Source: an optimization exercise on an open RTL-to-GDS flow (aim: small area, a short achievable clock period and few clock cycles). Production flows keep margins and buffers that such runs may drop. Only simulation tests tie the RTL to the original design; equivalence was not proved.

## flow/design.v (module list and top-level ports; edited modules follow where they fit)
// module Milestone1: 655 lines
// module m1_fa: 3 lines
// module m1_ha: 3 lines
module Milestone1(
		input  logic        CLOCK_50,
		input  logic        Resetn,
		input  logic        start,
		output logic        finish,
		input  logic [15:0] SRAM_read_data,
		output logic [17:0] SRAM_address,
		output logic [15:0] SRAM_write_data,
		output logic        SRAM_we_n
);
  // ...
==> flow/flow/run.sh <==
#!/bin/bash
# Standard layout (unchanged synthesis), with timing repair aiming for a
# setup slack margin so that the achieved period, not just 11.5 ns, is
# optimised.  Each run writes its full output to a log of its own.
set -euo pipefail
bash standard.sh SETUP_SLACK_MARGIN=7.8 finish > standard.log 2>&1
==> flow/standard.sh <==
#!/bin/bash
# synth_recipe.tcl (not shown) runs the flow's synth.tcl, then flattens the netlist and writes it again
# the make line also repeats each setting of config.mk as NAME=value (left out here)
make -C /OpenROAD-flow-scripts/flow DESIGN_CONFIG=/design/flow/config.mk WORK_HOME=/design/flow/orfs CLKGATE_MAP_FILE= SYNTH_SCRIPT=/design/flow/synth_recipe.tcl "${@:-finish}"
==> flow/config.mk <==
export PLATFORM = sky130hd
export DESIGN_NAME = Milestone1
export DESIGN_NICKNAME = Milestone1
export VERILOG_FILES = /design/flow/design.v
export SDC_FILE = /design/flow/constraint.sdc
export NUM_CORES = 4
export LEC_CHECK = 0
export CAP_MARGIN = 20
export CORE_MARGIN = 2
export CORE_UTILIZATION = 40
export SLEW_MARGIN = 20
export SYNTH_HIERARCHICAL = 1
export SYNTH_MINIMUM_KEEP_SIZE = 0
==> flow/constraint.sdc <==
create_clock -name core_clock -period 11.5 [get_ports {CLOCK_50}]
set_input_delay 2.3000 -clock core_clock [delete_from_list [all_inputs] [get_ports {CLOCK_50}]]
set_output_delay 2.3000 -clock core_clock [all_outputs]
set_load 0.01 [all_outputs]
==> metrics.cfg, run 1 <==
[run_status]
status = no timing/DRC/antenna violations

[setup_path]
crit_arrival_ns = 4.07
endpoint = vo[9]
worst-path-buf-inv = 0
crit_slowest_cell = fa_2
cp.required_ns = 11.83
critPathCaptureType = flop
r2r_end = vo[9]

[cells_and_area]
multi_input_comb_cells = 1383
final_cells = 2969
fillers = 5505
clkbuf_count = 64
syn2layout_area_growth_pct = 14.1
drive_above_1_share = 0.134
design.seq.count = 397

[route]
dr_wl_met3_um = 2270
drc = 0

[placed_design]
placed_area_um2 = 26200
port-buffer-count = 54
globalplace.congestion = 0.864

[yosys]
syn_inst = 2044
synthArstFlopShare = 0.123
synth_top_family_by_area = adder cells
synth_warnings = 9
ys.flop_type = dfxtp_1
synth_xor_xnor_area_share = 0.0400
muxShareOfSynthArea = 0.0391

[clock_network]
cts_buffer_depth = 3
cts_max_level = 2
holdBufCountCts = 0
cts_sinks = 397

[timing]
finalSetupViolCount = 0
fin_crit_ns = 3.75
fmax_ghz = 0.267
tns_ns = 0

[global_route]
grt-busiest-layer = met2
grt.overflow.total = 0
grt_use_total = 0.179

Testbench counts, summed over its fixed seeds: cycles 775,684.
==> inputs of run 2 (changes only) <==
--- a/flow/design.v
+++ b/flow/design.v
@@ -17,131 +17,132 @@
 logic [15:0] ya;         
 logic [16:0] rgb;        
 logic [7:0]  wu [0:5];
 logic [7:0]  wv [0:5];
 logic [7:0]  pu, pv;     
 logic [15:0] yw;         
 logic [9:0]  vo;         
 logic [7:0]  bbuf;       
+logic        we;         
+assign SRAM_we_n = ~we;
 wire run   = (state == S_RUN);
 wire pro   = (state == S_PRO);
 wire first = (kcol == 7'd0);
 wire edge_dup = (kcol >= 7'd78);
 logic        fsel_v;     
 logic [7:0]  f0, f1, f2, f3, f4, f5;
 logic [8:0]  fa, fb, fc;
 logic [9:0]  fe1, fe2, fe3;
 logic [11:0] fa5;
-logic [8:0]  fbr;
 always_comb begin
 	if (fsel_v) begin
 		f0 = wv[0]; f1 = wv[1]; f2 = wv[2]; f3 = wv[3]; f4 = wv[4]; f5 = wv[5];
 	end else begin
 		f0 = wu[0]; f1 = wu[1]; f2 = wu[2]; f3 = wu[3]; f4 = wu[4]; f5 = wu[5];
 	end
 	fa = {1'b0, f2} + {1'b0, f3};
 	fb = {1'b0, f1} + {1'b0, f4};
 	fc = {1'b0, f0} + {1'b0, f5};
 end
 always_ff @(posedge CLOCK_50) begin
 	fe1 <= {1'b0, fc} - {1'b0, fa};
 	fe2 <= {1'b0, fc} - {1'b0, fb};
 	fe3 <= {1'b0, fb} + {1'b0, fc};
 	fa5 <= {3'd0, fa} + {1'b0, fa, 2'b00};
-	fbr <= fb;
 end
-logic [9:0]  ge1, ge2, ge1n, ge2n;
-logic [8:0]  fbrn;
+logic [9:0]  ge1, ge2, ge1n, ge2n, fe3n;
 logic [17:0] fsum;
 logic [9:0]  fout;
 always_comb begin
 	ge1 = {~fe1[9], fe1[8:0]}; ge1n = ~ge1;
 	ge2 = {~fe2[9], fe2[8:0]}; ge2n = ~ge2;
-	fbrn = ~fbr;
+	fe3n = ~fe3;
 	fout = fsum[17:8];
 end
 logic f_1, f_2, f_3, f_4, f_5, f_6, f_7, f_8;
 logic f_9, f_10, f_11, f_12, f_13, f_14, f_15, f_16;
 logic f_17, f_18, f_19, f_20, f_21, f_22, f_23, f_24;
 logic f_25, f_26, f_27, f_28, f_29, f_30, f_31, f_32;
 logic f_33, f_34, f_35, f_36, f_37, f_38, f_39, f_40;
 logic f_41, f_42, f_43, f_44, f_45, f_46, f_47, f_48;
 logic f_49, f_50, f_51, f_52, f_53, f_54, f_55, f_56;
 logic f_57, f_58, f_59, f_60, f_61, f_62, f_63, f_64;
-logic f_65, f_66, f_67, f_68, f_69, f_70;
-m1_fa u_f_1 (.a(ge1[6]), .b(ge2[4]), .c(fe3[2]), .s(f_1), .co(f_2));
-m1_fa u_f_3 (.a(ge1[7]), .b(ge2[5]), .c(fe3[3]), .s(f_3), .co(f_4));
-m1_ha u_f_5 (.a(fa5[2]), .b(fbrn[1]), .s(f_5), .co(f_6));
-m1_fa u_f_7 (.a(ge1[8]), .b(ge2[6]), .c(fe3[4]), .s(f_7), .co(f_8));
-m1_ha u_f_9 (.a(fa5[3]), .b(fbrn[2]), .s(f_9), .co(f_10));
-m1_fa u_f_11 (.a(ge1[9]), .b(ge2[7]), .c(fe3[5]), .s(f_11), .co(f_12));
-assign f_13 = ~(fa5[4] ^ fbrn[3]);
-assign f_14 = fa5[4] | fbrn[3];
-m1_fa u_f_15 (.a(ge2[8]), .b(fe3[6]), .c(fa5[5]), .s(f_15), .co(f_16));
-assign f_17 = ~fbrn[4];
-assign f_18 = fbrn[4];
-m1_fa u_f_19 (.a(ge2[9]), .b(fe3[7]), .c(fa5[6]), .s(f_19), .co(f_20));
-m1_ha u_f_21 (.a(fe3[8]), .b(fa5[7]), .s(f_21), .co(f_22));
-m1_ha u_f_23 (.a(fe3[9]), .b(fa5[8]), .s(f_23), .co(f_24));
-m1_ha u_f_25 (.a(ge1[5]), .b(ge2[3]), .s(f_25), .co(f_26));
-m1_fa u_f_27 (.a(f_1), .b(fa5[1]), .c(fbrn[0]), .s(f_27), .co(f_28));
-m1_fa u_f_29 (.a(f_2), .b(f_3), .c(f_5), .s(f_29), .co(f_30));
-m1_fa u_f_31 (.a(f_4), .b(f_6), .c(f_7), .s(f_31), .co(f_32));
-m1_fa u_f_33 (.a(f_8), .b(f_10), .c(f_11), .s(f_33), .co(f_34));
-m1_fa u_f_35 (.a(f_12), .b(f_14), .c(f_15), .s(f_35), .co(f_36));
-m1_fa u_f_37 (.a(f_16), .b(f_18), .c(f_19), .s(f_37), .co(f_38));
-m1_fa u_f_39 (.a(f_20), .b(f_21), .c(fbrn[6]), .s(f_39), .co(f_40));
-m1_fa u_f_41 (.a(f_22), .b(f_23), .c(fbrn[7]), .s(f_41), .co(f_42));
-m1_fa u_f_43 (.a(f_24), .b(fa5[9]), .c(fbrn[8]), .s(f_43), .co(f_44));
-m1_ha u_f_45 (.a(ge1[4]), .b(ge2[2]), .s(f_45), .co(f_46));
-m1_fa u_f_47 (.a(f_25), .b(fe3[1]), .c(fa5[0]), .s(f_47), .co(f_48));
-assign f_49 = ~(f_26 ^ f_27);
-assign f_50 = f_26 | f_27;
-assign f_51 = ~(f_28 ^ f_29);
-assign f_52 = f_28 | f_29;
-m1_fa u_f_53 (.a(f_30), .b(f_31), .c(f_9), .s(f_53), .co(f_54));
-m1_fa u_f_55 (.a(f_32), .b(f_33), .c(f_13), .s(f_55), .co(f_56));
-m1_fa u_f_57 (.a(f_34), .b(f_35), .c(f_17), .s(f_57), .co(f_58));
-m1_fa u_f_59 (.a(f_36), .b(f_37), .c(fbrn[5]), .s(f_59), .co(f_60));
-assign f_61 = ~(f_38 ^ f_39);
-assign f_62 = f_38 | f_39;
-assign f_63 = ~(f_40 ^ f_41);
-assign f_64 = f_40 | f_41;
+logic f_65, f_66, f_67, f_68, f_69, f_70, f_71, f_72;
+logic f_73, f_74;
+m1_ha u_f_1 (.a(ge1[5]), .b(ge2[3]), .s(f_1), .co(f_2));
+m1_fa u_f_3 (.a(ge1[6]), .b(ge2[4]), .c(ge2[1]), .s(f_3), .co(f_4));
+m1_fa u_f_5 (.a(ge1[7]), .b(ge2[5]), .c(ge2[2]), .s(f_5), .co(f_6));
+m1_ha u_f_7 (.a(fe3n[3]), .b(fa5[2]), .s(f_7), .co(f_8));
+m1_fa u_f_9 (.a(ge1[8]), .b(ge2[6]), .c(ge2[3]), .s(f_9), .co(f_10));
+m1_ha u_f_11 (.a(fe3n[4]), .b(fa5[3]), .s(f_11), .co(f_12));
+m1_fa u_f_13 (.a(ge1[9]), .b(ge2[7]), .c(ge2[4]), .s(f_13), .co(f_14));
+assign f_15 = ~(fe3n[5] ^ fa5[4]);
+assign f_16 = fe3n[5] | fa5[4];
+m1_fa u_f_17 (.a(ge2[8]), .b(ge2[5]), .c(fe3n[6]), .s(f_17), .co(f_18));
+assign f_19 = ~fa5[5];
+assign f_20 = fa5[5];
+m1_fa u_f_21 (.a(ge2[9]), .b(ge2[6]), .c(fe3n[7]), .s(f_21), .co(f_22));
+m1_ha u_f_23 (.a(ge2[7]), .b(fe3n[8]), .s(f_23), .co(f_24));
+m1_ha u_f_25 (.a(ge2[8]), .b(fe3n[9]), .s(f_25), .co(f_26));
+m1_ha u_f_27 (.a(ge1[4]), .b(ge2[2]), .s(f_27), .co(f_28));
+m1_fa u_f_29 (.a(f_1), .b(ge2[0]), .c(fe3n[1]), .s(f_29), .co(f_30));
+m1_fa u_f_31 (.a(f_2), .b(f_3), .c(fe3n[2]), .s(f_31), .co(f_32));
+m1_fa u_f_33 (.a(f_4), .b(f_5), .c(f_7), .s(f_33), .co(f_34));
+m1_fa u_f_35 (.a(f_6), .b(f_8), .c(f_9), .s(f_35), .co(f_36));
+m1_fa u_f_37 (.a(f_10), .b(f_12), .c(f_13), .s(f_37), .co(f_38));
+m1_fa u_f_39 (.a(f_14), .b(f_16), .c(f_17), .s(f_39), .co(f_40));
+m1_fa u_f_41 (.a(f_18), .b(f_20), .c(f_21), .s(f_41), .co(f_42));
+m1_fa u_f_43 (.a(f_22), .b(f_23), .c(fa5[7]), .s(f_43), .co(f_44));
+m1_fa u_f_45 (.a(f_24), .b(f_25), .c(fa5[8]), .s(f_45), .co(f_46));
+m1_fa u_f_47 (.a(f_26), .b(ge2[9]), .c(fa5[9]), .s(f_47), .co(f_48));
+m1_ha u_f_49 (.a(f_27), .b(fe3n[0]), .s(f_49), .co(f_50));
+m1_fa u_f_51 (.a(f_28), .b(f_29), .c(fa5[0]), .s(f_51), .co(f_52));
+m1_fa u_f_53 (.a(f_30), .b(f_31), .c(fa5[1]), .s(f_53), .co(f_54));
+assign f_55 = ~(f_32 ^ f_33);
+assign f_56 = f_32 | f_33;
+m1_fa u_f_57 (.a(f_34), .b(f_35), .c(f_11), .s(f_57), .co(f_58));
+m1_fa u_f_59 (.a(f_36), .b(f_37), .c(f_15), .s(f_59), .co(f_60));
+m1_fa u_f_61 (.a(f_38), .b(f_39), .c(f_19), .s(f_61), .co(f_62));
+m1_fa u_f_63 (.a(f_40), .b(f_41), .c(fa5[6]), .s(f_63), .co(f_64));
 assign f_65 = ~(f_42 ^ f_43);
 assign f_66 = f_42 | f_43;
-m1_ha u_f_67 (.a(f_44), .b(fa5[10]), .s(f_67), .co(f_68));
-assign f_69 = ~fa5[11];
-assign f_70 = fa5[11];
-assign fsum = {f_70, f_68, f_66, f_64, f_62, f_60, f_58, f_56, f_54, f_52, f_50, f_48, f_46, f_45, ge1[3], ge1[2], ge1[1], ge1[0]} + {1'b1, f_69, f_67, f_65, f_63, f_61, f_59, f_57, f_55, f_53, f_51, f_49, f_47, fe3[0], ge2[1], ge2[0], 1'b0, 1'b0};
+assign f_67 = ~(f_44 ^ f_45);
+assign f_68 = f_44 | f_45;
+assign f_69 = ~(f_46 ^ f_47);
+assign f_70 = f_46 | f_47;
+m1_ha u_f_71 (.a(f_48), .b(fa5[10]), .s(f_71), .co(f_72));
+assign f_73 = ~fa5[11];
+assign f_74 = fa5[11];
+assign fsum = {f_74, f_72, f_70, f_68, f_66, f_64, f_62, f_60, f_58, f_56, f_54, f_52, f_50, f_49, ge1[3], ge1[2], ge1[1], ge1[0]} + {1'b1, f_73, f_71, f_69, f_67, f_65, f_63, f_61, f_59, f_57, f_55, f_53, f_51, 1'b1, ge2[1], ge2[0], 1'b0, 1'b0};
 logic [7:0]  py, pyn;
 logic [9:0]  ur, vr;     
 logic [9:0]  xu, xv, xun, xvn;
-logic [15:0] sr_a, sr_b, sg_a, sg_b, sb_a, sb_b;
-logic [11:0] sr_lo, sg_lo, sb_lo;
+logic [11:0] sr_a, sr_b, sg_a, sg_b, sb_a, sb_b;
+logic [15:0] sr_lo, sg_lo, sb_lo;
 logic        sr_c, sg_c, sb_c;
-logic [15:0] rr_a, rr_b, rg_a, rg_b, rb_a, rb_b;
+logic [11:0] rr_a, rr_b, rg_a, rg_b, rb_a, rb_b;
 logic        rr_c, rg_c, rb_c;
-logic [15:0] hr, hg, hb;
+logic [11:0] hr, hg, hb;
 logic [7:0]  cr, cg, cb;
-function automatic logic [7:0] clip(input logic [15:0] h);
-	clip = h[15] ? 8'd0 : ((|h[14:12]) ? 8'd255 : h[11:4]);
+function automatic logic [7:0] clip(input logic [11:0] s);
+	clip = s[11] ? 8'd0 : ((|s[10:8]) ? 8'd255 : s[7:0]);
 endfunction
 always_ff @(posedge CLOCK_50) begin
 	rr_a <= sr_a; rr_b <= sr_b; rr_c <= sr_c;
 	rg_a <= sg_a; rg_b <= sg_b; rg_c <= sg_c;
 	rb_a <= sb_a; rb_b <= sb_b; rb_c <= sb_c;
 end
 always_comb begin
 	pyn = ~py;
 	xu = {~ur[9], ur[8:0]}; xun = ~xu;
 	xv = {~vr[9], vr[8:0]}; xvn = ~xv;
-	hr = rr_a + rr_b + {15'd0, rr_c};
-	hg = rg_a + rg_b + {15'd0, rg_c};
-	hb = rb_a + rb_b + {15'd0, rb_c};
+	hr = rr_a + rr_b + {11'd0, rr_c};
+	hg = rg_a + rg_b + {11'd0, rg_c};
+	hb = rb_a + rb_b + {11'd0, rb_c};
 	cr = clip(hr);
 	cg = clip(hg);
 	cb = clip(hb);
 end
 logic csr_1, csr_2, csr_3, csr_4, csr_5, csr_6, csr_7, csr_8;
 logic csr_9, csr_10, csr_11, csr_12, csr_13, csr_14, csr_15, csr_16;
 logic csr_17, csr_18, csr_19, csr_20, csr_21, csr_22, csr_23, csr_24;
 logic csr_25, csr_26, csr_27, csr_28, csr_29, csr_30, csr_31, csr_32;
@@ -306,19 +307,19 @@
 m1_fa u_csr_171 (.a(csr_124), .b(csr_125), .c(csr_77), .s(csr_171), .co(csr_172));
 m1_fa u_csr_173 (.a(csr_126), .b(csr_127), .c(csr_81), .s(csr_173), .co(csr_174));
 m1_fa u_csr_175 (.a(csr_128), .b(csr_129), .c(csr_85), .s(csr_175), .co(csr_176));
 assign csr_177 = ~(csr_130 ^ csr_131);
 assign csr_178 = csr_130 | csr_131;
 assign csr_179 = ~(csr_132 ^ csr_133);
 assign csr_180 = csr_132 | csr_133;
 m1_ha u_csr_181 (.a(csr_134), .b(xv[8]), .s(csr_181), .co(csr_182));
-assign {sr_c, sr_lo} = {1'b0, csr_152, csr_150, csr_148, csr_146, csr_144, csr_142, csr_140, csr_138, csr_136, csr_135, xvn[1], xvn[0]} + {1'b0, csr_153, csr_151, csr_149, csr_147, csr_145, csr_143, csr_141, csr_139, csr_137, 1'b1, 1'b0, 1'b1};
-assign sr_a = {1'b1, csr_182, csr_180, csr_178, csr_176, csr_174, csr_172, csr_170, csr_168, csr_166, csr_164, csr_162, csr_160, csr_158, csr_156, csr_154};
-assign sr_b = {1'b0, xv[9], csr_181, csr_179, csr_177, csr_175, csr_173, csr_171, csr_169, csr_167, csr_165, csr_163, csr_161, csr_159, csr_157, csr_155};
+assign {sr_c, sr_lo} = {1'b0, csr_160, csr_158, csr_156, csr_154, csr_152, csr_150, csr_148, csr_146, csr_144, csr_142, csr_140, csr_138, csr_136, csr_135, xvn[1], xvn[0]} + {1'b0, csr_161, csr_159, csr_157, csr_155, csr_153, csr_151, csr_149, csr_147, csr_145, csr_143, csr_141, csr_139, csr_137, 1'b1, 1'b0, 1'b1};
+assign sr_a = {1'b1, csr_182, csr_180, csr_178, csr_176, csr_174, csr_172, csr_170, csr_168, csr_166, csr_164, csr_162};
+assign sr_b = {1'b0, xv[9], csr_181, csr_179, csr_177, csr_175, csr_173, csr_171, csr_169, csr_167, csr_165, csr_163};
 m1_ha u_csg_1 (.a(py[5]), .b(py[3]), .s(csg_1), .co(csg_2));
 m1_ha u_csg_3 (.a(py[7]), .b(py[5]), .s(csg_3), .co(csg_4));
 m1_ha u_csg_5 (.a(py[6]), .b(py[4]), .s(csg_5), .co(csg_6));
 m1_ha u_csg_7 (.a(py[7]), .b(py[5]), .s(csg_7), .co(csg_8));
 m1_ha u_csg_9 (.a(pyn[7]), .b(py[0]), .s(csg_9), .co(csg_10));
 m1_ha u_csg_11 (.a(py[2]), .b(py[0]), .s(csg_11), .co(csg_12));
 m1_fa u_csg_13 (.a(py[3]), .b(py[1]), .c(xu[9]), .s(csg_13), .co(csg_14));
 m1_ha u_csg_15 (.a(xun[7]), .b(xun[2]), .s(csg_15), .co(csg_16));
@@ -430,19 +431,19 @@
 m1_fa u_csg_211 (.a(csg_164), .b(csg_165), .c(csg_117), .s(csg_211), .co(csg_212));
 m1_fa u_csg_213 (.a(csg_166), .b(csg_167), .c(csg_121), .s(csg_213), .co(csg_214));
 m1_fa u_csg_215 (.a(csg_168), .b(csg_169), .c(csg_125), .s(csg_215), .co(csg_216));
 m1_fa u_csg_217 (.a(csg_170), .b(csg_171), .c(csg_129), .s(csg_217), .co(csg_218));
 m1_fa u_csg_219 (.a(csg_172), .b(csg_173), .c(csg_133), .s(csg_219), .co(csg_220));
 m1_fa u_csg_221 (.a(csg_174), .b(csg_175), .c(csg_137), .s(csg_221), .co(csg_222));
 m1_fa u_csg_223 (.a(csg_176), .b(csg_177), .c(xvn[8]), .s(csg_223), .co(csg_224));
 m1_ha u_csg_225 (.a(csg_178), .b(xvn[9]), .s(csg_225), .co(csg_226));
-assign {sg_c, sg_lo} = {1'b0, csg_196, csg_194, csg_192, csg_190, csg_188, csg_186, csg_184, csg_182, csg_180, csg_179, xvn[1], xvn[0]} + {1'b0, csg_197, csg_195, csg_193, csg_191, csg_189, csg_187, csg_185, csg_183, csg_181, 1'b1, 1'b0, 1'b1};
-assign sg_a = {1'b1, csg_226, csg_224, csg_222, csg_220, csg_218, csg_216, csg_214, csg_212, csg_210, csg_208, csg_206, csg_204, csg_202, csg_200, csg_198};
-assign sg_b = {1'b0, 1'b1, csg_225, csg_223, csg_221, csg_219, csg_217, csg_215, csg_213, csg_211, csg_209, csg_207, csg_205, csg_203, csg_201, csg_199};
+assign {sg_c, sg_lo} = {1'b0, csg_204, csg_202, csg_200, csg_198, csg_196, csg_194, csg_192, csg_190, csg_188, csg_186, csg_184, csg_182, csg_180, csg_179, xvn[1], xvn[0]} + {1'b0, csg_205, csg_203, csg_201, csg_199, csg_197, csg_195, csg_193, csg_191, csg_189, csg_187, csg_185, csg_183, csg_181, 1'b1, 1'b0, 1'b1};
+assign sg_a = {1'b1, csg_226, csg_224, csg_222, csg_220, csg_218, csg_216, csg_214, csg_212, csg_210, csg_208, csg_206};
+assign sg_b = {1'b0, 1'b1, csg_225, csg_223, csg_221, csg_219, csg_217, csg_215, csg_213, csg_211, csg_209, csg_207};
 m1_ha u_csb_1 (.a(py[5]), .b(py[3]), .s(csb_1), .co(csb_2));
 m1_ha u_csb_3 (.a(py[6]), .b(py[4]), .s(csb_3), .co(csb_4));
 m1_fa u_csb_5 (.a(py[7]), .b(py[5]), .c(py[3]), .s(csb_5), .co(csb_6));
 m1_ha u_csb_7 (.a(pyn[4]), .b(xun[6]), .s(csb_7), .co(csb_8));
 m1_fa u_csb_9 (.a(pyn[5]), .b(xun[7]), .c(xun[5]), .s(csb_9), .co(csb_10));
 m1_ha u_csb_11 (.a(xu[2]), .b(xu[0]), .s(csb_11), .co(csb_12));
 m1_fa u_csb_13 (.a(pyn[6]), .b(xun[8]), .c(xun[6]), .s(csb_13), .co(csb_14));
 m1_ha u_csb_15 (.a(xu[3]), .b(xu[1]), .s(csb_15), .co(csb_16));
@@ -518,28 +519,28 @@
 assign csb_140 = csb_94 | csb_95;
 assign csb_141 = ~(csb_96 ^ csb_97);
 assign csb_142 = csb_96 | csb_97;
 assign csb_143 = ~(csb_98 ^ csb_99);
 assign csb_144 = csb_98 | csb_99;
 m1_ha u_csb_145 (.a(csb_100), .b(xu[7]), .s(csb_145), .co(csb_146));
 assign csb_147 = ~xu[8];
 assign csb_148 = xu[8];
-assign {sb_c, sb_lo} = {1'b0, csb_118, csb_116, csb_114, csb_112, csb_110, csb_108, csb_106, csb_104, csb_102, csb_101, xun[1], xun[0]} + {1'b0, csb_119, csb_117, csb_115, csb_113, csb_111, csb_109, csb_107, csb_105, csb_103, xun[0], 1'b0, 1'b1};
-assign sb_a = {1'b1, csb_148, csb_146, csb_144, csb_142, csb_140, csb_138, csb_136, csb_134, csb_132, csb_130, csb_128, csb_126, csb_124, csb_122, csb_120};
-assign sb_b = {1'b0, xu[9], csb_147, csb_145, csb_143, csb_141, csb_139, csb_137, csb_135, csb_133, csb_131, csb_129, csb_127, csb_125, csb_123, csb_121};
+assign {sb_c, sb_lo} = {1'b0, csb_126, csb_124, csb_122, csb_120, csb_118, csb_116, csb_114, csb_112, csb_110, csb_108, csb_106, csb_104, csb_102, csb_101, xun[1], xun[0]} + {1'b0, csb_127, csb_125, csb_123, csb_121, csb_119, csb_117, csb_115, csb_113, csb_111, csb_109, csb_107, csb_105, csb_103, xun[0], 1'b0, 1'b1};
+assign sb_a = {1'b1, csb_148, csb_146, csb_144, csb_142, csb_140, csb_138, csb_136, csb_134, csb_132, csb_130, csb_128};
+assign sb_b = {1'b0, xu[9], csb_147, csb_145, csb_143, csb_141, csb_139, csb_137, csb_135, csb_133, csb_131, csb_129};
 always_ff @(posedge CLOCK_50 or negedge Resetn) begin
 	if (!Resetn) begin
 		state     <= S_IDLE;
 		ph        <= 4'd0;
 		kcol      <= 7'd0;
 		ya        <= 16'd0;
 		rgb       <= 17'h03E00;
 		finish    <= 1'b0;
-		SRAM_we_n <= 1'b1;
+		we        <= 1'b0;
 		fsel_v    <= 1'b0;
 	end else begin
 		fsel_v <= (run && (ph == 4'd9 || ph == 4'd2)) || (pro && ph == 4'd7);
 		case (state)
 		S_IDLE: begin
 			if (start) begin
 				state <= S_PRO;
 				ph    <= 4'd0;
@@ -552,36 +553,36 @@
 				state <= S_RUN;
 				ph    <= 4'd0;
 			end
 		end
 		S_RUN: begin
 			ph <= (ph == 4'd9) ? 4'd0 : ph + 4'd1;
 			if (ph == 4'd1 || (ph == 4'd2 && kcol != 7'd79)) ya <= ya + 16'd1;
 			if (ph >= 4'd3 && ph <= 4'd8) begin
-				SRAM_we_n <= 1'b0;
+				we  <= 1'b1;
 				rgb <= rgb + 17'd1;
 			end else
-				SRAM_we_n <= 1'b1;
+				we  <= 1'b0;
 			if (ph == 4'd9) begin
 				if (kcol == 7'd79) begin
 					kcol <= 7'd0;
 					if (ya == 16'd38400) begin
 						state  <= S_DONE;
 						finish <= 1'b1;
 					end else begin
 						state <= S_PRO;
 						ph    <= 4'd0;
 					end
 				end else
 					kcol <= kcol + 7'd1;
 			end
 		end
 		default: begin
-			SRAM_we_n <= 1'b1;
+			we <= 1'b0;
 		end
 		endcase
 	end
 end
 logic sel_v, sel_ya, sel_rgb;
 logic [1:0]  uv_off;
 logic [16:0] uv_addr;
 always_comb begin
@@ -640,17 +641,20 @@
 			ur <= {2'b00, wu[2]};
 			vr <= {2'b00, wv[2]};
 		end
 		4'd2, 4'd5: begin
 			py <= yw[7:0];
 			ur <= fout;
 			vr <= vo;
 		end
-		default: ;
+		default: begin
+			ur <= fout;
+			vr <= vo;
+		end
 	endcase
 	bbuf <= cb;
 	case (ph)
 		4'd3, 4'd6: SRAM_write_data <= {cr, cg};
 		4'd4, 4'd7: SRAM_write_data <= {bbuf, cr};
 		default:    SRAM_write_data <= {cg, cb};
 	endcase
 end
==> run 2 against run 1 <==
Against the previous run: still clean on timing, DRC and antenna; hold slack improved by 0.0083 ns; global-route usage up 0.57 points; maximum frequency is 2.4% higher; worst setup slack improved by 0.088 ns; critical path depth grew 2; register-to-register slack better by 0.09 ns; sequential share of layout area down 1.8 points; non-clock buffer count up 15; synthesized area fell by 4.6%; largest cell class unchanged.
==> metrics.cfg, run 2 <==
[route]
drt-pass1-iter-count = 6  ; was 5
drc = 0  ; unchanged
drtIter0Drc = 907  ; was 692
viasPerCell = 5.17  ; was 5.22
post_drt_wl_per_cell_um = 19.3  ; was 19.1 um
routed_wl_um = 55300  ; was 56600 um
routed-via-count = 14900  ; was 15500
ant_nets = 0  ; unchanged

[timing]
slew_headroom = 0.445  ; was 0.346
worst_pin_slew_ns = 0.831  ; was 0.979 ns
finalSetupViolCount = 0  ; unchanged
final_hold_viol_count = 0  ; unchanged
rsz0062_at_grt = true  ; unchanged
fin_crit_ns = 3.66  ; was 3.75 ns
skew_ns = 0.0273  ; was 0.0211 ns
holdWs_ns = 0.444  ; was 0.436 ns
slew_violations = 0  ; unchanged
finalCritPeriodShare = 0.318  ; was 0.326
fmax_ghz = 0.273  ; was 0.267 GHz
tns_ns = 0  ; unchanged

[die]
fp.dieH_um = 247  ; was 253 um
start_util = 0.402  ; was 0.403
rows = 89  ; was 91
die_w_um = 247  ; was 253 um
io_pins = 55  ; unchanged
core-area_um2 = 58700  ; was 61400 um2
die_area_um2 = 61000  ; was 63900 um2

[cells_and_area]
num_antenna_cells = 0  ; unchanged
final_area_um2 = 27200  ; was 28200 um2
syn2layout_area_growth_pct = 15.4  ; was 14.1%
fin_util = 0.464  ; was 0.460
final_cell_mix = fa_1 (235), ha_1 (229), inv_1 (211)  ; was ha_1 (237), fa_1 (232), inv_1 (220)
reg.largest.list = wu (48), wv (48), SRAM_address (18)  ; unchanged
final_common_cell = fa_1  ; was ha_1
nNetsFinal = 2571  ; was 2642
drive_above_1_share = 0.153  ; was 0.134

[clock_network]
root_buffer = clkbuf_16  ; unchanged
clk_pin_slew_ns = 0.06  ; about the same
holdBufCountCts = 0  ; unchanged
clk_latency_ns = 0.59  ; about the same
tritoncts = done  ; unchanged
cts_buffers = 43  ; was 46
cts_sinks = 364  ; was 397
cts_buffer_depth = 3  ; unchanged
cts_max_level = 2  ; unchanged

[yosys]
synthTopCellsByArea = fa_1 (21%), edfxtp_1 (19%), dfxtp_1 (14%), ha_1 (13%), dfrtp_1 (4.7%)  ; was edfxtp_1 (20%), fa_1 (19%), dfxtp_1 (15%), ha_1 (12%), dfrtp_1 (4.3%)
synth_most_common_cell = fa_1  ; was ha_1
netlist.area_leader.share = 0.207  ; was 0.201
synth_warnings = 9  ; unchanged
synth_area_um2 = 23600  ; was 24700 um2
synthArstFlopShare = 0.135  ; was 0.123
ys_seq_elements = 364  ; was 397
synth_fp_nets = 2455  ; was 2544
synth-seq-area-share = 0.381  ; was 0.399
synth_top_cell_by_area = fa_1  ; was edfxtp_1
synth.distinct_cells = 80  ; was 87
synthTopCellsByCount = fa_1 (244), ha_1 (241), inv_1 (217), dfxtp_1 (169), edfxtp_1 (146)  ; was ha_1 (245), fa_1 (236), inv_1 (223), dfxtp_1 (182), edfxtp_1 (166)
ys.flop_type = dfxtp_1  ; unchanged
postSynthAreaPerCell_um2 = 12.1  ; about the same
synth_edf_count = 146  ; was 166
syn_inst = 1951  ; was 2044

[global_route]
antenna_found_initial = 0  ; was 2
grt.overflow.total = 0  ; unchanged
grt_use_total = 0.184  ; was 0.179
grt_pass1_vias = 15600  ; was 16200
grt_pass1_wl_um = 86700  ; was 89000 um
grt_max_degree = 50  ; unchanged

[flow_run]
drv_cap = 0  ; unchanged

[hold_path]
hp-class = reg2reg  ; unchanged

[run_status]
status = no timing/DRC/antenna violations  ; unchanged

[setup_path]
r2r_cells = 13  ; was 11
critPathKind = reg2reg  ; unchanged
r2r_slack_ns = 7.84  ; was 7.75 ns
critPathLaunchType = flop  ; unchanged
critPathCaptureType = flop  ; unchanged
r2r_end = ur[6]  ; was vo[9]
cp.required_ns = 11.98  ; was 11.83 ns
worstPathMaxFanout = 4  ; was 3
crit_arrival_ns = 4.14  ; was 4.07 ns
endpoint = ur[6]  ; was vo[9]
r2r-start = fe1[8]  ; unchanged
critPathLaunch = fe1[8]  ; unchanged

[placed_design]
port-buffer-count = 54  ; unchanged
dpl.hpwl_um = 42200  ; was 42100 um
placed_area_um2 = 25100  ; was 26200 um2
globalplace.congestion = 0.887  ; was 0.864

[run 2: layer usage]
metal	wire, um	GRT usage	vias to the layer above	part of all wire
li1	-	-	6967	-
met2	26400	0.306	323	0.48
met5	0	0	-	0
met1	25300	0.247	7472	0.46
met3	2220	0.0319	93	0.040
met4	1440	0.0546	0	0.026
[run 2: Yosys stat by module, one instance, submodules excluded]
| module | cells inside | cell area [um2] | flip-flops and latches | copies in the design |
|---|---|---|---|---|
| m1_ha | 1 | 12.5 | 0 | 49 |
| Milestone1 | 1671 | 18400 | 364 | 1 |
| m1_fa | 1 | 20.0 | 0 | 231 |
[run 2: stage by stage]
step                      std cells  worst slack, ns
after CTS                      2850             7.70
after global routing           2873             7.66
after global placement         2753             7.47
after floorplan                1951             7.74
after detailed placement       2753             7.35
final                          2873             7.84
[run 2: cells by family (layout without fill, tap and decap cells)]
group / Yosys count / after routing / synth area share
fa+ha+maj: 485 / 485 / 0.335
simple gates: 313 / 314 / 0.0645
flops: 364 / 364 / 0.381
mux: 86 / 86 / 0.0407
compound gates: 335 / 335 / 0.0949
buf+inv: 254 / 402 / 0.0416
xor+xnor: 114 / 114 / 0.0423
[run 2: final cells by class]
cell class,count,area [um2]
sequential,364,9030
clock inverter,19,253
tap,773,967
timing repair buffer,106,983
clock buffer,59,1190
fill,5241,31400
inverter,218,833
multi-input combinational,1334,14000
[run 2: how the worst min path moves through the flow]
stage / start / to / slack, ns / cells past startpoint
final: wv[5][3] / wv[4][3] / 0.44 / 0
after global routing: wv[3][2] / wv[2][2] / 0.45 / 0
after CTS: wv[3][2] / wv[2][2] / 0.44 / 0
after detailed placement: wu[5][5] / wu[4][5] / 0.43 / 0
after global placement: wu[1][4] / wu[0][4] / 0.42 / 0
after floorplan: wv[1][0] / wv[0][0] / 0.42 / 0
[run 2: critical path, cell delays in order (launching register included)]
cell and delay, ns:
dfxtp_2 0.32, fa_1 0.55, fa_1 0.43, fa_1 0.56, ha_4 0.23, a41oi_2 0.18
o21ai_2 0.09, a41oi_2 0.22, o21ai_2 0.13, buf_4 0.16, o21a_1 0.18, nor2_2 0.12
xnor2_2 0.11, mux2_2 0.28
[run 2: what timing repair did]
item                       CTS  global route
resized for setup           69            72
gates cloned                 2             1
buffers inserted            17            21
setup endpoints to repair  151            73
pin swaps                   11            21
Testbench counts of run 2, summed over its fixed seeds: cycles 775,684.
==> inputs of run 3 (changes only) <==
--- a/flow/config.mk
+++ b/flow/config.mk
@@ -8,6 +8,7 @@
 export CAP_MARGIN = 20
 export CORE_MARGIN = 2
 export CORE_UTILIZATION = 40
+export CTS_BUF_LIST = sky130_fd_sc_hd__clkbuf_4 sky130_fd_sc_hd__clkbuf_8
 export SLEW_MARGIN = 20
 export SYNTH_HIERARCHICAL = 1
 export SYNTH_MINIMUM_KEEP_SIZE = 0
==> run 3 against run 2 <==
Against the previous run: routed wire length up 0.33%; synthesized cell count stayed put; non-clock buffer count fell by 4; critical endpoint is now rg_c; highest routed layer unchanged.
==> metrics.cfg, run 3 <==
[cells_and_area]
multi_input_area_um2 = 14000  ; unchanged
syn2layout_area_growth_pct = 15.1  ; was 15.4%
drive_above_1_share = 0.170  ; was 0.153
final_area_um2 = 27200  ; about the same
final_cell_mix = fa_1 (239), ha_1 (230), inv_1 (212)  ; was fa_1 (235), ha_1 (229), inv_1 (211)
fillers = 5254  ; was 5241
fin_util = 0.463  ; was 0.464
final_common_cell = fa_1  ; unchanged
nNetsFinal = 2591  ; was 2571
regArea_um2 = 9020  ; was 9030 um2
reg.largest.list = wu (48), wv (48), SRAM_address (18)  ; unchanged

[yosys]
ys.flop_type = dfxtp_1  ; unchanged
synth_area_um2 = 23600  ; unchanged
syn_inst = 1951  ; unchanged
synthTopCellsByArea = fa_1 (21%), edfxtp_1 (19%), dfxtp_1 (14%), ha_1 (13%), dfrtp_1 (4.7%)  ; unchanged
synth_most_common_cell = fa_1  ; unchanged
netlist.area_leader.share = 0.207  ; unchanged
synth-seq-area-share = 0.381  ; unchanged
synth_warnings = 9  ; unchanged
synth_top_cell_by_area = fa_1  ; unchanged
ys_seq_elements = 364  ; unchanged
postSynthAreaPerCell_um2 = 12.1  ; unchanged
synthArstFlopShare = 0.135  ; unchanged
synth.distinct_cells = 80  ; unchanged
synthTopCellsByCount = fa_1 (244), ha_1 (241), inv_1 (217), dfxtp_1 (169), edfxtp_1 (146)  ; unchanged
synth_fp_nets = 2455  ; unchanged
synth_edf_count = 146  ; unchanged

[route]
drtIter0Drc = 1055  ; was 907
post_drt_wl_per_cell_um = 19.1  ; was 19.3 um
routed_wl_um = 55500  ; was 55300 um
viasPerCell = 5.13  ; was 5.17
routed-via-count = 14900  ; about the same
drt-pass1-iter-count = 8  ; was 6
ant_nets = 0  ; unchanged
drc = 0  ; unchanged

[clock_network]
holdBufCountCts = 0  ; unchanged
cts_buffer_depth = 3  ; unchanged
clk_pin_slew_ns = 0.07  ; was 0.06 ns
cts_sinks = 364  ; unchanged
cts_buffers = 66  ; was 43
tritoncts = done  ; unchanged
root_buffer = clkbuf_8  ; was clkbuf_16
clk_latency_ns = 0.65  ; was 0.59 ns
cts_max_level = 3  ; was 2

[placed_design]
port-buffer-count = 54  ; unchanged
globalplace.congestion = 0.887  ; unchanged
dpl.hpwl_um = 42200  ; unchanged
placed_area_um2 = 25100  ; unchanged

[global_route]
grt_util_met3 = 0.0398  ; was 0.0319
grt_pass1_wl_um = 86700  ; unchanged
grt_pass1_vias = 15800  ; was 15600
antenna_found_initial = 1  ; was 0
grt_use_total = 0.186  ; was 0.184
met1_usage = 0.242  ; was 0.247
grt_max_degree = 50  ; unchanged
grt.overflow.total = 0  ; unchanged
use_met2 = 0.304  ; was 0.306
grt-busiest-layer = met2  ; unchanged

[timing]
finalCritPeriodShare = 0.319  ; was 0.318
tns_ns = 0  ; unchanged
finalSetupViolCount = 0  ; unchanged
skew_ns = 0.0379  ; was 0.0273 ns
rsz0062_at_grt = true  ; unchanged
worst_pin_slew_ns = 0.827  ; was 0.831 ns
final_hold_viol_count = 0  ; unchanged
fin_crit_ns = 3.67  ; was 3.66 ns
slew_violations = 0  ; unchanged
slew_headroom = 0.447  ; was 0.445
fmax_ghz = 0.272  ; was 0.273 GHz

[setup_path]
cp.required_ns = 12.06  ; was 11.98 ns
worstPathMaxFanout = 13  ; was 4
critPathLaunch = py[5]  ; was fe1[8]
crit_arrival_ns = 4.23  ; was 4.14 ns
r2r_slack_ns = 7.83  ; was 7.84 ns
critPathLaunchType = flop  ; unchanged
critPathKind = reg2reg  ; unchanged
critPathCaptureType = flop  ; unchanged
r2r-start = py[5]  ; was fe1[8]

[die]
fp.dieH_um = 247  ; unchanged
rows = 89  ; unchanged
die_w_um = 247  ; unchanged
io_pins = 55  ; unchanged
core-area_um2 = 58700  ; unchanged
start_util = 0.402  ; unchanged
die_area_um2 = 61000  ; unchanged

[hold_path]
hp-class = reg2reg  ; unchanged
hold_start = wu[4][4]  ; was wv[5][3]

[flow_run]
drv_cap = 0  ; unchanged

[run_status]
status = no timing/DRC/antenna violations  ; unchanged

==> run 3: cell counts after synthesis <==
No cell type changed its count.
==> run 3: final timing paths <==
path / end / depth (start not counted)
setup reg to reg: rg_c / 11
hold reg to reg: wu[3][4] / 0
max in group asynchronous: fsel_v / 2
min in group asynchronous: kcol[0] / 2
setup / recovery: rg_c / 11
hold / removal: wu[3][4] / 0
==> run 3: critical path: stages, from the launching register on <==
cell and delay (ns):
edfxtp_1 0.35, buf_6 0.24, ha_4 0.25, fa_2 0.39, fa_1 0.56, fa_1 0.44, fa_1 0.49, ha_1 0.32
nand4_1 0.14, nor2_1 0.17, o211ai_1 0.11, o2111ai_1 0.13
==> run 3: repair_timing <==
action                                  4_1_cts  5_1_grt
pin swaps                                    11       17
gates resized for setup                      64       64
gates cloned                                  2        2
endpoints found under the setup margin      151       90
buffers inserted                             17       17
==> run 3: final cells by class <==
type | instances | area share
Sequential cell | 364 | 0.332
Clock buffer | 96 | 0.0438
Clock inverter | 22 | 0.00838
Multi-Input combinational cell | 1335 | 0.515
Antenna cell | 1 | 0.0000921
Inverter | 218 | 0.0305
Tap cell | 773 | 0.0356
Timing Repair Buffer | 102 | 0.0344
==> run 3: metrics by stage <==
| step | cells | setup WS (ns) | hold slack [ns] |
|---|---|---|---|
| after floorplan | 1951 | 7.74 | 0.420 |
| after global routing | 2911 | 7.70 | 0.442 |
| after global placement | 2753 | 7.47 | 0.425 |
| after CTS | 2890 | 7.58 | 0.442 |
| after detailed placement | 2753 | 7.35 | 0.430 |
| final | 2911 | 7.83 | 0.440 |
==> run 3: kinds of logic after synthesis <==
group                      after synthesis  share of synthesized area
buffers and inverters                  254                     0.0416
and+or+nand+nor                        313                     0.0645
AOI/OAI and AO/OA                      335                     0.0949
adders and majority gates              485                      0.335
xor gates and xnor gates               114                     0.0423
DFF                                    364                      0.381
muxes                                   86                     0.0407
==> run 3: per-module statistics from Yosys, one instance, submodules excluded <==
module / area (um2) / copies in the design
m1_fa: 20.0 / 231
m1_ha: 12.5 / 49
Milestone1: 18400 / 1
==> run 3: metal layers <==
metal,vias up,part of all wire
li1,7015,-
met1,7415,0.44
met2,395,0.47
met3,105,0.057
met4,0,0.030
met5,-,0
==> inputs of run 4 (changes only) <==
==> flow/flow/run.sh (replaced) <==
#!/bin/bash
# Standard layout (unchanged synthesis), with timing repair aiming for a
# setup slack margin so that the achieved period, not just 11.5 ns, is
# optimised.  Each run writes its full output to a log of its own.
set -euo pipefail
bash standard.sh SETUP_SLACK_MARGIN=7.8 "BUFFER_PORTS_ARGS=-buffer_cell sky130_fd_sc_hd__buf_2" finish > standard.log 2>&1
--- a/flow/config.mk
+++ b/flow/config.mk
@@ -8,7 +8,6 @@
 export CAP_MARGIN = 20
 export CORE_MARGIN = 2
 export CORE_UTILIZATION = 40
-export CTS_BUF_LIST = sky130_fd_sc_hd__clkbuf_4 sky130_fd_sc_hd__clkbuf_8
 export SLEW_MARGIN = 20
 export SYNTH_HIERARCHICAL = 1
 export SYNTH_MINIMUM_KEEP_SIZE = 0
==> run 4 against run 3 <==
Against the previous run: still clean; flip-flop and latch count unchanged; via count decreased by 0.43%; first-iteration DRC count decreased by 19%; final area decreased by 0.23%; core utilization decreased by 0.10 points; non-clock buffer count decreased by 2; critical endpoint is now ur[6].
==> metrics.cfg, run 4 <==
[placed_design]
placed_area_um2 = 24800  ; was 25100 um2
port-buffer-count = 54  ; unchanged
preCtsSetupSlack_ns = 7.40  ; was 7.35 ns
dpl.cell_count = 2751  ; was 2753
dpl.hpwl_um = 41500  ; was 42200 um
globalplace.congestion = 0.898  ; was 0.887

[die]
die_w_um = 247  ; unchanged
core-area_um2 = 58700  ; unchanged
rows = 89  ; unchanged
die_area_um2 = 61000  ; unchanged
io_pins = 55  ; unchanged
fp.dieH_um = 247  ; unchanged
start_util = 0.402  ; unchanged

[setup_path]
r2r_slack_ns = 7.81  ; was 7.83 ns
crit_family = adder cells  ; unchanged
critPathLaunch = fe2[6]  ; was py[5]
cp.required_ns = 11.97  ; was 12.06 ns
critPathLaunchType = flop  ; unchanged
r2r_end = ur[6]  ; was rg_c
r2r_cells = 13  ; was 11
worst-path-buf-inv = 1  ; unchanged
cp_cell_sequence = fa_1 -> fa_2 -> fa_1 -> ha_4 -> a41oi_2 -> o21ai_2 -> a41oi_2 -> o21ai_4 -> buf_4 -> o21a_1 -> nor2_2 -> xnor2_2 -> mux2_2  ; was buf_6 -> ha_4 -> fa_2 -> fa_1 -> fa_1 -> fa_1 -> ha_1 -> nand4_1 -> nor2_1 -> o211ai_1 -> o2111ai_1
max_stage_delay_ns = 0.57  ; was 0.56 ns
worstPathMaxFanout = 4  ; was 13
critPathKind = reg2reg  ; unchanged
endpoint = ur[6]  ; was rg_c
worst-path-stages = 13  ; was 11
r2r-start = fe2[6]  ; was py[5]
critPathCaptureType = flop  ; unchanged
crit_slowest_cell = fa_1  ; unchanged
crit_arrival_ns = 4.16  ; was 4.23 ns

[yosys]
synth-seq-area-share = 0.381  ; unchanged
synthTopCellsByCount = fa_1 (244), ha_1 (241), inv_1 (217), dfxtp_1 (169), edfxtp_1 (146)  ; unchanged
synth_most_common_cell = fa_1  ; unchanged
synthArstFlopShare = 0.135  ; unchanged
syn_inst = 1951  ; unchanged
synth_edf_count = 146  ; unchanged
synth.distinct_cells = 80  ; unchanged
synth_area_um2 = 23600  ; unchanged
postSynthAreaPerCell_um2 = 12.1  ; unchanged
ys.flop_type = dfxtp_1  ; unchanged
ys_seq_elements = 364  ; unchanged
synth_top_cell_by_area = fa_1  ; unchanged
netlist.area_leader.share = 0.207  ; unchanged
synth_fp_nets = 2455  ; unchanged
synthTopCellsByArea = fa_1 (21%), edfxtp_1 (19%), dfxtp_1 (14%), ha_1 (13%), dfrtp_1 (4.7%)  ; unchanged
synth_warnings = 9  ; unchanged

[clock_network]
tritoncts = done  ; unchanged
cts_buffers = 43  ; was 66
holdBufCountCts = 0  ; unchanged
cts_buffer_depth = 3  ; unchanged
root_buffer = clkbuf_16  ; was clkbuf_8
cts_max_level = 2  ; was 3
cts_sinks = 364  ; unchanged
clk_pin_slew_ns = 0.06  ; was 0.07 ns
clk_latency_ns = 0.59  ; was 0.65 ns

[timing]
tns_ns = 0  ; unchanged
rsz0062_at_grt = true  ; unchanged
slew_violations = 0  ; unchanged
fin_crit_ns = 3.69  ; was 3.67 ns
slew_headroom = 0.422  ; was 0.447
skew_ns = 0.0242  ; was 0.0379 ns
worst_pin_slew_ns = 0.864  ; was 0.827 ns
finalCritPeriodShare = 0.321  ; was 0.319
holdWs_ns = 0.441  ; was 0.440 ns
worst_slack_ns = 7.81  ; was 7.83 ns
final_hold_viol_count = 0  ; unchanged
fmax_ghz = 0.271  ; was 0.272 GHz
finalSetupViolCount = 0  ; unchanged

[global_route]
grt_use_total = 0.183  ; was 0.186
antenna_found_initial = 0  ; was 1
grt_pass1_vias = 15400  ; was 15800
grt_pass1_wl_um = 86000  ; was 86700 um
grt.overflow.total = 0  ; unchanged
grt_max_degree = 50  ; unchanged

[route]
viasPerCell = 5.18  ; was 5.13
routed-via-count = 14900  ; about the same
ant_nets = 0  ; unchanged
drt-pass1-iter-count = 6  ; was 8
drc = 0  ; unchanged
drtIter0Drc = 856  ; was 1055
routed_wl_um = 54900  ; was 55500 um
post_drt_wl_per_cell_um = 19.1  ; about the same

[cells_and_area]
nNetsFinal = 2566  ; was 2591
final_common_cell = fa_1  ; unchanged
drive_above_1_share = 0.179  ; was 0.170
fin_util = 0.462  ; was 0.463
reg.largest.list = wu (48), wv (48), SRAM_address (18)  ; unchanged
final_cells = 2870  ; was 2911
final_area_um2 = 27100  ; was 27200 um2
final_cell_mix = fa_1 (238), ha_1 (233), inv_1 (212)  ; was fa_1 (239), ha_1 (230), inv_1 (212)
fillers = 5229  ; was 5254
num_antenna_cells = 0  ; was 1
syn2layout_area_growth_pct = 14.8  ; was 15.1%

[run_status]
status = no timing/DRC/antenna violations  ; unchanged

[hold_path]
whs_path_depth = 0  ; unchanged
hp-class = reg2reg  ; unchanged

[flow_run]
drv_cap = 0  ; unchanged

==> run 4: cell counts after synthesis <==
No cell type changed its count.
==> run 4: routing by layer <==
metal | wire, um | GRT usage | share of wire
met1 | 24500 | 0.245 | 0.45
met2 | 26600 | 0.307 | 0.48
met3 | 2760 | 0.0344 | 0.050
met4 | 1120 | 0.0429 | 0.020
met5 | 0 | 0 | 0
==> run 4: worst reg2reg max path: stages (launching register included) <==
cell and delay [ns]:
dfxtp_4 0.36, fa_1 0.57, fa_2 0.45, fa_1 0.54, ha_4 0.23, a41oi_2 0.18
o21ai_2 0.08, a41oi_2 0.24, o21ai_4 0.11, buf_4 0.16, o21a_1 0.17, nor2_2 0.12
xnor2_2 0.10, mux2_2 0.27
==> run 4: kinds of logic (layout without fill, tap and decap cells) <==
kind of cell	Yosys count	in the layout	synth area share
xor gates and xnor gates	114	114	0.0423
adders and majority gates	485	485	0.335
buffers and inverters	254	398	0.0416
muxes	86	86	0.0407
AOI/OAI and AO/OA	335	335	0.0949
and+or+nand+nor	313	315	0.0645
DFF	364	364	0.381
==> run 4: layout make-up <==
class	instances	area, um2	area share
Timing Repair Buffer	100	712	0.0263
Inverter	218	833	0.0307
Multi-Input combinational cell	1335	14000	0.518
Tap cell	773	967	0.0357
Clock inverter	29	399	0.0147
Sequential cell	364	9020	0.333
Clock buffer	51	1140	0.0419
==> run 4: worst min-delay path by stage <==
stage / from / to / slack (ns)
2_1_floorplan: wv[1][0] / wv[0][0] / 0.42
3_3_place_gp: wv[1][4] / wv[0][4] / 0.42
3_5_place_dp: wv[5][1] / wv[4][1] / 0.43
4_1_cts: wu[1][4] / wu[0][4] / 0.44
5_1_grt: wv[5][5] / wv[4][5] / 0.45
6_report: wv[1][4] / wv[0][4] / 0.44
==> run 4: repair_timing <==
action                                  4_1_cts  5_1_grt
setup buffers                                21       14
pin swaps                                    17       23
cloned                                        1        3
gates resized for setup                      44       59
endpoints found under the setup margin      113      113
==> run 4: modules after synthesis (local to each module, per instance) <==
module / cell area [um2] / times used / cells / flops+latches
m1_fa: 20.0 / 231 / 1 / 0
m1_ha: 12.5 / 49 / 1 / 0
Milestone1: 18400 / 1 / 1671 / 364
==> inputs of run 5 (changes only) <==
--- a/flow/config.mk
+++ b/flow/config.mk
@@ -5,6 +5,7 @@
 export SDC_FILE = /design/flow/constraint.sdc
 export NUM_CORES = 4
 export LEC_CHECK = 0
+export ABC_CLOCK_PERIOD_IN_PS = 3000
 export CAP_MARGIN = 20
 export CORE_MARGIN = 2
 export CORE_UTILIZATION = 40
==> run 5 against run 4 <==
Against the previous run: core utilization stayed put; first-iteration DRC count is the same; via count unchanged; clock skew stayed put; final area did not move; critical path depth did not move; non-clock buffer count unchanged; synthesized area did not move; routed wire length is the same.
==> metrics.cfg, run 5 <==
[timing]
rsz0062_at_grt = true  ; unchanged
finalSetupViolCount = 0  ; unchanged
slew_headroom = 0.422  ; unchanged
tns_ns = 0  ; unchanged
final_hold_viol_count = 0  ; unchanged
slew_violations = 0  ; unchanged
holdWs_ns = 0.441  ; unchanged
worst_pin_slew_ns = 0.864  ; unchanged
fin_crit_ns = 3.69  ; unchanged
skew_ns = 0.0242  ; unchanged
finalCritPeriodShare = 0.321  ; unchanged
fmax_ghz = 0.271  ; unchanged

[clock_network]
root_buffer = clkbuf_16  ; unchanged
holdBufCountCts = 0  ; unchanged
clk_latency_ns = 0.59  ; about the same
cts_sinks = 364  ; unchanged
cts_max_level = 2  ; unchanged
tritoncts = done  ; unchanged
cts_buffer_depth = 3  ; unchanged
cts_buffers = 43  ; unchanged
clk_pin_slew_ns = 0.06  ; about the same

[route]
viasPerCell = 5.18  ; unchanged
post_drt_wl_per_cell_um = 19.1  ; unchanged
drtIter0Drc = 856  ; unchanged
routed-via-count = 14900  ; unchanged
routed_wl_um = 54900  ; unchanged
drc = 0  ; unchanged
drt-pass1-iter-count = 6  ; unchanged
ant_nets = 0  ; unchanged

[setup_path]
cp.required_ns = 11.97  ; about the same
critPathLaunch = fe2[6]  ; unchanged
worstPathMaxFanout = 4  ; unchanged
critPathKind = reg2reg  ; unchanged
crit_arrival_ns = 4.16  ; about the same
critPathLaunchType = flop  ; unchanged
r2r-start = fe2[6]  ; unchanged
critPathCaptureType = flop  ; unchanged

[cells_and_area]
final_common_cell = fa_1  ; unchanged
num_antenna_cells = 0  ; unchanged
final_cell_mix = fa_1 (238), ha_1 (233), inv_1 (212)  ; unchanged
drive_above_1_share = 0.179  ; unchanged
reg.largest.list = wu (48), wv (48), SRAM_address (18)  ; unchanged
nNetsFinal = 2566  ; unchanged
syn2layout_area_growth_pct = 14.8  ; unchanged

[global_route]
grt_use_total = 0.183  ; unchanged
grt.overflow.total = 0  ; unchanged
antenna_found_initial = 0  ; unchanged
grt_max_degree = 50  ; unchanged
grt_pass1_vias = 15400  ; unchanged
grt_pass1_wl_um = 86000  ; unchanged

[yosys]
netlist.area_leader.share = 0.207  ; unchanged
synth-seq-area-share = 0.381  ; unchanged
synth.distinct_cells = 80  ; unchanged
synthTopCellsByCount = fa_1 (244), ha_1 (241), inv_1 (217), dfxtp_1 (169), edfxtp_1 (146)  ; unchanged
synth_most_common_cell = fa_1  ; unchanged
ys.flop_type = dfxtp_1  ; unchanged
synth_area_um2 = 23600  ; unchanged
synthTopCellsByArea = fa_1 (21%), edfxtp_1 (19%), dfxtp_1 (14%), ha_1 (13%), dfrtp_1 (4.7%)  ; unchanged
syn_inst = 1951  ; unchanged
synthArstFlopShare = 0.135  ; unchanged
postSynthAreaPerCell_um2 = 12.1  ; unchanged
synth_fp_nets = 2455  ; unchanged
ys_seq_elements = 364  ; unchanged
synth_warnings = 9  ; unchanged
synth_edf_count = 146  ; unchanged
synth_top_cell_by_area = fa_1  ; unchanged

[die]
fp.dieH_um = 247  ; unchanged
die_w_um = 247  ; unchanged
core-area_um2 = 58700  ; unchanged
rows = 89  ; unchanged
die_area_um2 = 61000  ; unchanged
io_pins = 55  ; unchanged
start_util = 0.402  ; unchanged

[run_status]
status = no timing/DRC/antenna violations  ; unchanged

[hold_path]
hold_start = wv[1][4]  ; unchanged
hp-class = reg2reg  ; unchanged

[placed_design]
globalplace.congestion = 0.898  ; unchanged
port-buffer-count = 54  ; unchanged
dpl.hpwl_um = 41500  ; unchanged

[flow_run]
drv_cap = 0  ; unchanged

## run 5: final cells by class
| type | count | area (um2) |
|---|---|---|
| Clock buffer | 51 | 1140 |
| Clock inverter | 29 | 399 |
| Fill cell | 5229 | 31600 |
| Inverter | 218 | 833 |
| Multi-Input combinational cell | 1335 | 14000 |
| Sequential cell | 364 | 9020 |
| Tap cell | 773 | 967 |
| Timing Repair Buffer | 100 | 712 |
## run 5: modules after synthesis (local to each module, per instance)
module | area (um2) | copies in the design | flops+latches | cells
Milestone1 | 18400 | 1 | 364 | 1671
m1_fa | 20.0 | 231 | 0 | 1
m1_ha | 12.5 | 49 | 0 | 1
## run 5: metrics by stage
| step | cell area, um2 | cells | utilization | setup slack [ns] |
|---|---|---|---|---|
| after floorplan | 23600 | 1951 | - | 7.74 |
| after global placement | 24800 | 2751 | 0.422 | 7.48 |
| after detailed placement | 24800 | 2751 | 0.422 | 7.40 |
| after CTS | 26700 | 2853 | 0.456 | 7.68 |
| after global routing | 27100 | 2870 | 0.462 | 7.66 |
| final | 27100 | 2870 | 0.462 | 7.81 |
## run 5: worst max-delay path, cell delays in order (launching register included)
cell	delay, ns
dfxtp_4	0.36
fa_1	0.57
fa_2	0.45
fa_1	0.54
ha_4	0.23
a41oi_2	0.18
o21ai_2	0.08
a41oi_2	0.24
o21ai_4	0.11
buf_4	0.16
o21a_1	0.17
nor2_2	0.12
xnor2_2	0.10
mux2_2	0.27
## run 5: kinds of logic (layout without fill, tap and decap cells)
group / after synthesis / count (layout) / share of synthesized area
adders and majority gates: 485 / 485 / 0.335
DFF: 364 / 364 / 0.381
AOI/OAI and AO/OA: 335 / 335 / 0.0949
and+or+nand+nor: 313 / 315 / 0.0645
buffers and inverters: 254 / 398 / 0.0416
xor gates and xnor gates: 114 / 114 / 0.0423
muxes: 86 / 86 / 0.0407
## run 5: repair_timing
item                                   4_1_cts  5_1_grt
buffers inserted                            21       14
pin swaps                                   17       23
gates cloned                                 1        3
gates resized for setup                     44       59
setup endpoints to repair                  113      113
endpoints found under the hold margin        0        0
## run 5: path summary, 6_finish.rpt
kind | to | slack (ns) | depth (start not counted)
hold reg to reg | wv[0][4] | 0.44 | 0
min in group asynchronous | kcol[6] | 1.83 | 2
setup / recovery | ur[6] | 7.81 | 13
hold / removal | wv[0][4] | 0.44 | 0
max in group asynchronous | fsel_v | 9.19 | 2
setup reg to reg | ur[6] | 7.81 | 13
## run 5: layer usage
metal,part of all wire,routed length (um),global-route usage
met5,0,0,0
met2,0.48,26600,0.307
met4,0.020,1120,0.0429
met1,0.45,24500,0.245
met3,0.050,2760,0.0344
==> inputs of run 6 (changes only) <==
--- a/flow/config.mk
+++ b/flow/config.mk
@@ -5,10 +5,10 @@
 export SDC_FILE = /design/flow/constraint.sdc
 export NUM_CORES = 4
 export LEC_CHECK = 0
-export ABC_CLOCK_PERIOD_IN_PS = 3000
 export CAP_MARGIN = 20
 export CORE_MARGIN = 2
 export CORE_UTILIZATION = 40
+export GPL_TIMING_DRIVEN = 1
 export SLEW_MARGIN = 20
 export SYNTH_HIERARCHICAL = 1
 export SYNTH_MINIMUM_KEEP_SIZE = 0
==> run 6 against run 5 <==
Against the previous run: clock skew unchanged; largest cell class unchanged; synthesized area unchanged; maximum frequency unchanged.
==> metrics.cfg, run 6 <==
[timing]
fin_crit_ns = 3.69  ; unchanged
finalSetupViolCount = 0  ; unchanged
tns_ns = 0  ; unchanged
finalCritPeriodShare = 0.321  ; unchanged
rsz0062_at_grt = true  ; unchanged
final_hold_viol_count = 0  ; unchanged
slew_violations = 0  ; unchanged
slew_headroom = 0.422  ; unchanged
holdWs_ns = 0.441  ; unchanged

[setup_path]
worstPathMaxFanout = 4  ; unchanged
cp_cell_sequence = fa_1 -> fa_2 -> fa_1 -> ha_4 -> a41oi_2 -> o21ai_2 -> a41oi_2 -> o21ai_4 -> buf_4 -> o21a_1 -> nor2_2 -> xnor2_2 -> mux2_2  ; unchanged
r2r_cells = 13  ; unchanged
max_stage_delay_ns = 0.57  ; about the same
crit_arrival_ns = 4.16  ; about the same
endpoint = ur[6]  ; unchanged
r2r-start = fe2[6]  ; unchanged
r2r_slack_ns = 7.81  ; about the same
critPathKind = reg2reg  ; unchanged
critPathLaunchType = flop  ; unchanged
critPathCaptureType = flop  ; unchanged
crit_family = adder cells  ; unchanged
crit_slowest_cell = fa_1  ; unchanged

[route]
drt-pass1-iter-count = 6  ; unchanged
drtIter0Drc = 856  ; unchanged
ant_nets = 0  ; unchanged
viasPerCell = 5.18  ; unchanged
post_drt_wl_per_cell_um = 19.1  ; unchanged
routed_wl_um = 54900  ; unchanged
routed-via-count = 14900  ; unchanged

[placed_design]
dpl.hpwl_um = 41500  ; unchanged
dpl.cell_count = 2751  ; unchanged
port-buffer-count = 54  ; unchanged

[die]
die_area_um2 = 61000  ; unchanged
die_w_um = 247  ; unchanged
rows = 89  ; unchanged
start_util = 0.402  ; unchanged
core-area_um2 = 58700  ; unchanged
fp.dieH_um = 247  ; unchanged

[flow_run]
drv_cap = 0  ; unchanged

[clock_network]
clk_latency_ns = 0.59  ; about the same
cts_buffers = 43  ; unchanged
cts_sinks = 364  ; unchanged
clk_pin_slew_ns = 0.06  ; about the same
cts_max_level = 2  ; unchanged
holdBufCountCts = 0  ; unchanged
tritoncts = done  ; unchanged
cts_buffer_depth = 3  ; unchanged
root_buffer = clkbuf_16  ; unchanged

[global_route]
grt_pass1_vias = 15400  ; unchanged
grt_use_total = 0.183  ; unchanged
antenna_found_initial = 0  ; unchanged
grt_max_degree = 50  ; unchanged

[cells_and_area]
reg.largest.list = wu (48), wv (48), SRAM_address (18)  ; unchanged
final_common_cell = fa_1  ; unchanged
num_antenna_cells = 0  ; unchanged
drive_above_1_share = 0.179  ; unchanged
final_cell_mix = fa_1 (238), ha_1 (233), inv_1 (212)  ; unchanged

[hold_path]
hold_start = wv[1][4]  ; unchanged
whs_path_depth = 0  ; unchanged

[yosys]
synthArstFlopShare = 0.135  ; unchanged
ys_seq_elements = 364  ; unchanged
synth.distinct_cells = 80  ; unchanged
synthTopCellsByCount = fa_1 (244), ha_1 (241), inv_1 (217), dfxtp_1 (169), edfxtp_1 (146)  ; unchanged
synth_warnings = 9  ; unchanged
synth_top_cell_by_area = fa_1  ; unchanged
synth_most_common_cell = fa_1  ; unchanged
synth-seq-area-share = 0.381  ; unchanged

[run_status]
status = no timing/DRC/antenna violations  ; unchanged

run 6: worst min-delay path by stage:
stage / end / slack [ns]
3_5_place_dp: wv[4][1] / 0.43
5_1_grt: wv[4][5] / 0.45
6_report: wv[0][4] / 0.44
2_1_floorplan: wv[0][0] / 0.42
3_3_place_gp: wv[0][4] / 0.42
4_1_cts: wu[0][4] / 0.44
run 6: timing repair:
| action | CTS | global route |
|---|---|---|
| gates resized for setup | 44 | 59 |
| endpoints found under the hold margin | 0 | 0 |
| pin swaps | 17 | 23 |
| setup endpoints to repair | 113 | 113 |
| gates cloned | 1 | 3 |
| setup buffers | 21 | 14 |
run 6: metal layers:
layer,vias to the layer above,track usage,wire [um]
met1,7509,0.245,24500
met3,76,0.0344,2760
met2,321,0.307,26600
met5,-,0,0
met4,0,0.0429,1120
li1,6960,-,-
run 6: modules after synthesis (local to each module, per instance):
module      copies in the design  flops+latches  cell area (um2)
Milestone1                     1            364            18400
m1_fa                        231              0             20.0
m1_ha                         49              0             12.5
run 6: per-stage QoR:
| stage | setup slack, ns | instance area (um2) | utilization |
|---|---|---|---|
| finish | 7.81 | 27100 | 0.462 |
| global placement | 7.48 | 24800 | 0.422 |
| CTS | 7.68 | 26700 | 0.456 |
| detailed placement | 7.40 | 24800 | 0.422 |
| global route | 7.66 | 27100 | 0.462 |
| floorplan | 7.74 | 23600 | - |
run 6: kinds of logic after synthesis:
kind of cell,count (synthesis),synth area share
DFF,364,0.381
buffers and inverters,254,0.0416
muxes,86,0.0407
adders and majority gates,485,0.335
and+or+nand+nor,313,0.0645
xor gates and xnor gates,114,0.0423
AOI/OAI and AO/OA,335,0.0949
run 6: worst register-to-register path: cells and delay by family (launching register included):
family | cells | cell delay (ns)
xor gates and xnor gates | 1 | 0.10
buffers and inverters | 1 | 0.16
DFF | 1 | 0.36
adders and majority gates | 4 | 1.79
muxes | 1 | 0.27
and+or+nand+nor | 1 | 0.12
AOI/OAI and AO/OA | 5 | 0.78
run 6: layout make-up:
| type | count | area, um2 |
|---|---|---|
| fill | 5229 | 31600 |
| clock inverter | 29 | 399 |
| multi-input combinational | 1335 | 14000 |
| timing repair buffer | 100 | 712 |
| inverter | 218 | 833 |
| sequential | 364 | 9020 |
| tap | 773 | 967 |
| clock buffer | 51 | 1140 |

==> re-timing with driven ports <==
In the flow no input, the clock included, has a driving cell. The finished layouts below were timed again as built, in two steps.
Step 1 sets driving cells, clkbuf_16 on the clock port and buf_2 on the other inputs (assumed; they add their load-dependent delay and slew).
Step 2 also shifts input and output timing later by t, the mid clock arrival at the registers, as if the neighbouring blocks saw the same clock.
Three values: no drivers, after step 1, after step 2; two values: the first two.
run	t (ns)	setup WS [ns]	worst setup path at the end	latest minus earliest clock arrival (ns)	worst slew at a driven data input, ns
run 1	0.642	7.752 / 7.752 / 7.620	input to register	0.022 / 0.022	0.04
run 2	0.635	7.840 / 7.840 / 7.586	input to register	0.028 / 0.028	0.04
run 3	0.681	7.827 / 7.827 / 7.570	input to register	0.039 / 0.039	0.04
run 4	0.635	7.812 / 7.812 / 7.812	register to register	0.028 / 0.029	0.05
run 5	0.635	7.812 / 7.812 / 7.812	register to register	0.028 / 0.029	0.05
run 6	0.635	7.812 / 7.812 / 7.812	register to register	0.028 / 0.029	0.05
After both steps every run listed still meets setup and hold. For run 3, which loses most, drivers alone change the setup slack by 0.000 ns; drivers and shift together by -0.257 ns.
